This is an optimization exercise on Yosys and OpenROAD, whose aim is small area, not a production implementation.
The RTL was checked by simulation tests, not by an equivalence proof against the original design.

==> flow/design.v <==
`timescale 1ns/10ps
module CannyEdge(dAddrRegRow, dAddrRegCol, bWE, bCE, InData, OutData,
	OPMode, bOPEnable, dReadReg, dWriteReg,	clk, rst_b);
	input 	[2:0]						dAddrRegRow, dAddrRegCol;  
	input									bWE, bCE;  
	input 	[8-1:0] 	InData;
	output 	[8-1:0] 	OutData;
	reg     	[8-1:0] 	OutData;
	input 	[2:0]						OPMode;   
	input 								bOPEnable;  
	input 	[3:0]						dReadReg, dWriteReg;
	input									clk, rst_b;
	reg   [8-1:0]			regX[0:24];	 
	reg 	[8-1:0]			regY[0:24];	 
	reg 	[8-1:0]			regZ[0:24];	 
	wire 	[8-1:0]			gf[0:24];	 
	wire signed [31:0]	sobelX[0:8]; 
	wire signed [31:0]	sobelY[0:8]; 
	reg 	[8-1:0]			Out_gf, Out_gradient, Out_direction, Out_bThres;
	parameter 							dThresHigh = 15;
	parameter							dThresLow = 10;
	reg 		[31:0]					tpSum, Sum;
	reg		[1:0]						IntSignal;
	reg signed	 	[31:0] 			Gx, Gy, fGx, fGy, Gxadd, Gyadd, Gxyadd, fGx_t;
	reg signed	[1:0]					dx, dy;
	integer 								i, j, k;
	assign gf[0] =1;  assign gf[1] =3;  assign gf[2]=4;   assign gf[3]=3;   assign gf[4]=1;
	assign gf[5] =3;  assign gf[6] =7;  assign gf[7]=10;  assign gf[8]=7;   assign gf[9]=3;
	assign gf[10]=4;  assign gf[11]=10; assign gf[12]=16; assign gf[13]=10; assign gf[14]=4;
	assign gf[15]=3;  assign gf[16]=7;  assign gf[17]=10; assign gf[18]=7;  assign gf[19]=3;
	assign gf[20]=1;  assign gf[21]=3;  assign gf[22]=4;  assign gf[23]=3;  assign gf[24]=1;
	assign sobelX[0]=-1;	assign sobelX[1]=0; assign sobelX[2]=1;
	assign sobelX[3]=-2;	assign sobelX[4]=0; assign sobelX[5]=2;
	assign sobelX[6]=-1;	assign sobelX[7]=0; assign sobelX[8]=1;
	assign sobelY[0]=1;	assign sobelY[1]=2; assign sobelY[2]=1;
	assign sobelY[3]=0;	assign sobelY[4]=0; assign sobelY[5]=0;
	assign sobelY[6]=-1;	assign sobelY[7]=-2; assign sobelY[8]=-1;
	always @(posedge clk or negedge rst_b)
		begin
			if(!rst_b)
				IntSignal <= 2'b00;
			else if(bCE==1'b0)
				IntSignal <= IntSignal;
			else if(bOPEnable==1'b1)
				IntSignal <= 2'b00;
			else if(OPMode == 0)
				IntSignal <= (IntSignal == 2'b00) ? 2'b01 : (IntSignal == 2'b01) ? 2'b00 : IntSignal;
			else if(OPMode == 1)
				IntSignal <= IntSignal + 2'b01;
			else if(OPMode == 2 || OPMode == 3)
				IntSignal <= (IntSignal == 2'b00) ? 2'b01 : (IntSignal == 2'b01) ? 2'b00 : IntSignal;
			else
				IntSignal <= IntSignal;
		end
	always @(posedge clk)
		begin
			if(!rst_b) 
				begin
				end
			else if(bCE==1'b0 && bWE==1'b0) 
				begin
					if(dWriteReg == 0)
						regX[dAddrRegRow*5+dAddrRegCol] <= InData;
					else if(dWriteReg == 1)
						regY[dAddrRegRow*5+dAddrRegCol] <= InData;
					else if(dWriteReg == 2)
						regZ[dAddrRegRow*5+dAddrRegCol] <= InData;
				end
			else if(bCE==1'b0 && bWE==1'b1)
				begin
					if(dReadReg == 0)
						OutData <= Out_gf;
					else if(dReadReg == 1)
						OutData <= Out_gradient;
					else if(dReadReg == 2)
						OutData <= Out_direction;
					else if(dReadReg == 3)
						OutData <= regX[dAddrRegRow*5+dAddrRegCol];
					else if(dReadReg == 4)
						OutData <= Out_bThres;
				end
			else
				begin
					if(bOPEnable==1'b0)
						begin
							if(OPMode == 0)
								begin
									if(IntSignal == 2'b00)	
										begin
											tpSum = 0;
											for(i=0; i<25; i=i+1)
												begin
													Sum = regX[i]*gf[i];
													tpSum = tpSum + Sum;
												end
										end
									else if(IntSignal == 2'b01) 
										begin
										 Out_gf <= (tpSum>>7);
										end
									else 
										begin
											Out_gf <= Out_gf;
										end
								end
							else if(OPMode == 1)
								begin
									if(IntSignal == 2'b00)	
										begin
											Gx = 0;
											Gy = 0;
											for (j=0; j<3; j=j+1)
												for (k=0; k<3; k=k+1)
													begin
														Gxadd = regX[j*5+k]*sobelX[j*3+k];
														Gx = Gx + Gxadd;
														Gyadd = regX[j*5+k]*sobelY[j*3+k];
														Gy = Gy + Gyadd;
													end 
										end
									else if(IntSignal == 2'b01) 
										begin
											if(Gx<0 && Gy<0)
												begin
													Gxyadd = (-Gx) + (-Gy);
												end
											else if(Gx>0 && Gy<0)
												begin
													Gxyadd = Gx + (-Gy);
												end
											else if(Gx<0 && Gy>0)
												begin
													Gxyadd = (-Gx) + Gy;
												end
											else 
												begin
													Gxyadd = Gx + Gy;
												end
											if(Gxyadd < 0)	Gxyadd = -Gxyadd;
											Out_gradient <= (Gxyadd>>3);
										end	
									else if(IntSignal == 2'b10) 
										begin
											if(Gy < 0)
												begin
													fGx <= -Gx;
													fGy <= -Gy;
												end
											else
												begin
													fGx <= Gx;
													fGy <= Gy;
												end
										end
									else if(IntSignal == 2'b11) 
										begin
											if(fGx >= 0)
												begin
													fGx_t = (5*fGx)>>1;
													if(fGx_t < 0) fGx_t = -fGx_t;
													if(fGy <= (fGx>>1))
														begin
															Out_direction <= 0;
														end
													else if(fGy <= fGx_t)
														begin
															Out_direction <= 45;
														end
													else
														begin
															Out_direction <= 90;
														end
												end
											else  
												begin
													fGx_t = ((-5)*fGx)>>1;
													if(fGx_t < 0) fGx_t = -fGx_t;
													if(fGy <= ((-fGx)>>1))
														begin
															Out_direction <= 0;
														end
													else if(fGy <= fGx_t)
														begin
															Out_direction <= 135;
														end
													else
														begin
															Out_direction <= 90;
														end
												end
										end
								end
							else if(OPMode == 2)
								begin
									if(IntSignal == 2'b00) 
										begin
											if(regY[6] == 0)
												begin
													dx <= 1;
													dy <= 0;
												end
											else if(regY[6] == 45)
												begin
													dx <= 1;
													dy <= -1;
												end
											else if(regY[6] == 90)
												begin
													dx <= 0;
													dy <= -1;
												end
											else 
												begin
													dx <= -1;
													dy <= -1;
												end
										end
									else if(IntSignal == 2'b01) 
										begin
											if(regX[6]>=regX[(1+dy)*5+dx+1] && regX[6]>=regX[(1-dy)*5-dx+1])
												begin
													regX[(1+dy)*5+dx+1] <= 0;
													regX[(1-dy)*5-dx+1] <= 0;
												end
											else
												begin
													regX[6] <= 0;
												end
										end
								end
							else if(OPMode == 3)
								begin
									if(IntSignal == 2'b00) 
										begin
											if(regY[6] == 0)
												begin
													dx <= 0;
													dy <= -1;
												end
											else if(regY[6] == 45)
												begin
													dx <= -1;
													dy <= -1;
												end
											else if(regY[6] == 90)
												begin
													dx <= 1;
													dy <= 0;
												end
											else 
												begin
													dx <= 1;
													dy <= -1;
												end
										end	
									else if(IntSignal == 2'b01) 
										begin
											if(regX[6] >= dThresHigh)		 
												Out_bThres <= 1;
											else if(regX[6] <= dThresLow)		 
												Out_bThres <= 0;
											else					 
												begin
													if(regX[6-5*dy-dx] >= dThresHigh || regX[6+5*dy+dx] >= dThresHigh)
														Out_bThres <= 1;
													else if(regZ[6-5*dy-dx] == 1 || regZ[6+5*dy+dx] == 1)
														Out_bThres <= 1;
													else
														Out_bThres <= 0;
												end
										end
								end
						end	
				end  
		end
endmodule
==> flow/run.sh <==
#!/bin/bash
# synth_recipe.tcl (not shown) runs the flow's synth.tcl, then flattens the netlist and writes it again
# the make line also repeats each setting of config.mk as NAME=value (left out here)
make -C /OpenROAD-flow-scripts/flow DESIGN_CONFIG=/design/flow/config.mk WORK_HOME=/design/flow/orfs CLKGATE_MAP_FILE= SYNTH_SCRIPT=/design/flow/synth_recipe.tcl finish
==> flow/config.mk <==
export PLATFORM = sky130hd
export DESIGN_NAME = CannyEdge
export DESIGN_NICKNAME = CannyEdge
export VERILOG_FILES = /design/flow/design.v
export SDC_FILE = /design/flow/constraint.sdc
export NUM_CORES = 4
export LEC_CHECK = 0
export CAP_MARGIN = 20
export CORE_MARGIN = 2
export CORE_UTILIZATION = 40
export PLACE_DENSITY = 0.6
export SLEW_MARGIN = 20
==> flow/constraint.sdc <==
create_clock -name core_clock -period 12.0 [get_ports {clk}]
set_input_delay 2.4000 -clock core_clock [delete_from_list [all_inputs] [get_ports {clk}]]
set_output_delay 2.4000 -clock core_clock [all_outputs]
set_load 0.01 [all_outputs]
==> key figures <==
Global route
  – Grt met1 use: between 30 and 40%
  – Gr busiest metal: met2
  – GR Util met3: 4.50%
  – Antenna violations before repair: 18
  – Largest net degree at the start of global routing: 72
  – Number of global-route vias before repair: approximately 50,000
  – Global-route wire length before repair: 322,000 microns
  – Aggregate global routing overflow: 0
  – GRT Total Usage: 24.9%
  – Routing usage on met2: 39.6%

Routing
  – DR vias: a little under 50,000
  – Drc violations: 0
  – Via density: 5.56
  – Initial DRC count: between 4,000 and 5,000
  – Wire length per cell: approximately 24 microns
  – Antenna Nets Post-Route: 0
  – Final wirelength: 213,000 microns
  – Drt pass-1 iters: 6

Die
  – DIE HEIGHT: between 400 and 500 microns
  – # IOs: 38
  – Core ar.: 167,000 sq um
  – Effective utilization at floorplan: about two fifths
  – # rows: 150
  – Die area: about 170,000 sq um
  – Die X: 415 microns

Worst setup path
  – Slowest-stage cell, CP: fa_1
  – WS Path Type: reg -> reg
  – Worst setup SP type: flop
  – Crit-path max FO: 7
  – Max stage delay on crit path: between 0.6 and 0.7 ns
  – Critical R2R Launch: regX[10][2]$_SDFFE_PP0P_
  – CP endpoint kind: flop
  – CP Data Required Time: approximately 12 ns
  – CP arrival: 11.07 ns
  – Launch point of the worst path: regX[10][2]$_SDFFE_PP0P_

Finish
  – Area delta synth->final: 8.25%
  – Layout cells sized above 1: under 10%
  – Final net count: 8,053
  – Design area: 73,000 sq um

Outcome
  – Status: finished clean

Yosys
  – Post-synth EDFFs: 378
  – Distinct cells, synth: 92
  – Top post-synthesis cells by area: fa_1, edfxtp_1, ha_1
  – Ys Warns: 1
  – Top-count cell post-synth: inv_1
  – Async set or reset register ratio after synthesis: 0.314%
  – Top cells by count, synth: inv_1, fa_1, ha_1, edfxtp_1, nand2_1
  – Post-synthesis cell area: 67,400 sq um
  – Main flop type after synthesis: edfxtp_1
  – Largest area contributor in the netlist: fa_1
  – Post-synth top area share: 22.2%
  – Syn_area_per_cell: 10.3 sq um
  – Seq cells post-synth: 636
  – Syn Nets: 8,043
  – Sequential area share after synthesis: 24.5%
  – Mapped Cells: about 6,500

STA
  – Final Worst Setup Slack: 1.32 ns
  – FMAX: 93.7 MHz
  – Setup tns final: 0 ns
  – Slew headroom: 12.8%
  – Final Slew Violations: 0
  – Post-route clock period utilization: 89.0%
  – Clock skew: 0.0623 ns
  – # setup viols final: 0
  – Min Tclk post-route: 10.68 ns
  – Final hold violation count: 0
  – RSZ-0062 raised after global routing: no
  – Worst Tran Pin Value: 1.31 ns

Placement
  – Pre-CTS WS: ~1.5 ns
  – DP HPWL: 171,000 microns
  – Placed cell area: 70,600 sq um
  – Routability cong.: 0.980
  – I/O Buffers: 37

Clock tree
  – Num CTS Buffers: 72
  – CTS tree: yes
  – Post-CTS repair timing setup buffer count: 0
  – Insertion delay to the later sink of the worst-skew pair: around 0.7 ns
  – CTS root buf: clkbuf_16
  – TritonCTS Sinks: 636
  – Worst-path clk slew: 0.06 ns
  – Post-CTS Resized: 0
  – H-tree levels: 3
  – Hold Buf Count CTS: 0
  – Clock tree buffer depth: 3

Run
  – Number of max-cap violations: 0

Worst hold path
  – Min-delay worst type: reg -> reg
  – Hold Path Origin: tpSum[11]$_DFFE_PP_
## layer usage
layer	vias to the layer above	wire, microns	part of all wire, %
li1	22200	-	-
met1	24500	92200	43
met2	1876	95800	45
met3	394	16000	7.5
met4	8	8840	4.2
met5	-	51	0.024
## cell families after synthesis
family                   count (synthesis)  share of synthesized area (%)
XOR/XNOR                               399                           5.18
buffers and inverters                 1355                           7.58
AO/OA/AOI/OAI                          973                           8.95
flip-flops                             636                           24.5
multiplexers                           372                           8.33
adder cells (fa/ha/maj)               1477                           35.7
AND/OR/NAND/NOR                       1324                           9.72
## per-stage QoR
stage | hold WS [ns] | std cells | utilization [%]
6_report | 0.418 | 8811 | 43.7
2_1_floorplan | 0.400 | 6536 | -
3_3_place_gp | 0.406 | 8675 | 42.2
5_1_grt | 0.423 | 8806 | 43.6
4_1_cts | 0.419 | 8804 | 43.6
3_5_place_dp | 0.405 | 8675 | 42.2
## sequential cells by signal, indices dropped and copies added, names as in the netlist, 2 cells and up
signal / flops
regX: 256
regZ: 200
Gx: 32
Gy: 32
fGx: 32
fGy: 32
OutData: 8
Out_gf: 8
Out_gradient: 8
regY: 8
tpSum: 8
Out_direction: 6
IntSignal: 2
dx: 2
## layout make-up
cell class | instances | area, sq um
Fill cell | 15800 | 94200
Multi-Input combinational cell | 4545 | 45900
Sequential cell | 636 | 16500
Inverter | 1180 | 4430
Tap cell | 2204 | 2760
Clock buffer | 94 | 1960
Timing Repair Buffer | 111 | 926
Clock inverter | 35 | 452
Antenna cell | 6 | 15.0
## critical path: cells and delay by family, from the launching register on
family / cells / cell delay [ns]
xor gates and xnor gates: 1 / 0.08
AOI/OAI and AO/OA: 12 / 2.49
buffers and inverters: 9 / 0.65
DFF: 1 / 0.43
and+or+nand+nor: 5 / 1.18
adders and majority gates: 12 / 5.54
## layout by cell type (no fill, tap or decap), drive strengths merged, types with 28 or more instances in the layout
cell | Yosys | final
inv | 1179 | 1183
fa | 748 | 748
ha | 729 | 729
edfxtp | 378 | 378
nand2 | 332 | 332
o21ai | 319 | 319
xnor2 | 287 | 287
nor2 | 279 | 279
dfxtp | 256 | 256
a21oi | 226 | 226
mux2i | 217 | 217
nand3 | 211 | 211
mux4 | 151 | 151
a21o | 127 | 127
xor2 | 112 | 112
nor3 | 95 | 95
clkbuf | 126 | 94
buf | 48 | 74
nor4 | 64 | 64
or3 | 55 | 55
nand2b | 53 | 53
nor2b | 52 | 52
nand4 | 52 | 52
o21bai | 46 | 46
o21a | 40 | 40
o31ai | 37 | 37
clkdlybuf4s50 | 0 | 37
and2 | 35 | 35
a31oi | 28 | 28
## path summary, 6_finish.rpt
check	to	slack [ns]	cells past startpoint
max in group asynchronous	IntSignal[0]$_DFFE_PN0P_	9.87	1
worst max-delay path	Gy[30]$_DFFE_PP_	1.32	39
worst min register to register	Out_gf[4]$_DFFE_PP_	0.42	0
worst max register to register	Gy[30]$_DFFE_PP_	1.32	39
worst min-delay path	Out_gf[4]$_DFFE_PP_	0.42	0
min in group asynchronous	IntSignal[1]$_DFFE_PN0P_	1.94	1

==> re-timing with driven ports <==
No port has a modelled driver above. Below, the same layout with a new extraction and two added sets of constraints.
Step 1 sets driving cells, clkbuf_16 on the clock port and buf_2 on the other inputs (assumed; they add their load-dependent delay and slew).
Step 2 times the ports against the registers' clock, not the clock port: input delays grow and output delays shrink by t, the midpoint of the rising clock arrivals with the driver on.
a / b / c = ideal ports / drivers / drivers and shift; a / b = the first two.
t, ns: 0.741
slack for setup (ns): 1.322 / 1.322 / 1.322
slew at the worst register clock pin (ns): 0.07 / 0.07
After both steps this run still meets setup and hold. The setup slack of this run moves by 0.000 ns with the drivers and by 0.000 ns with both steps.
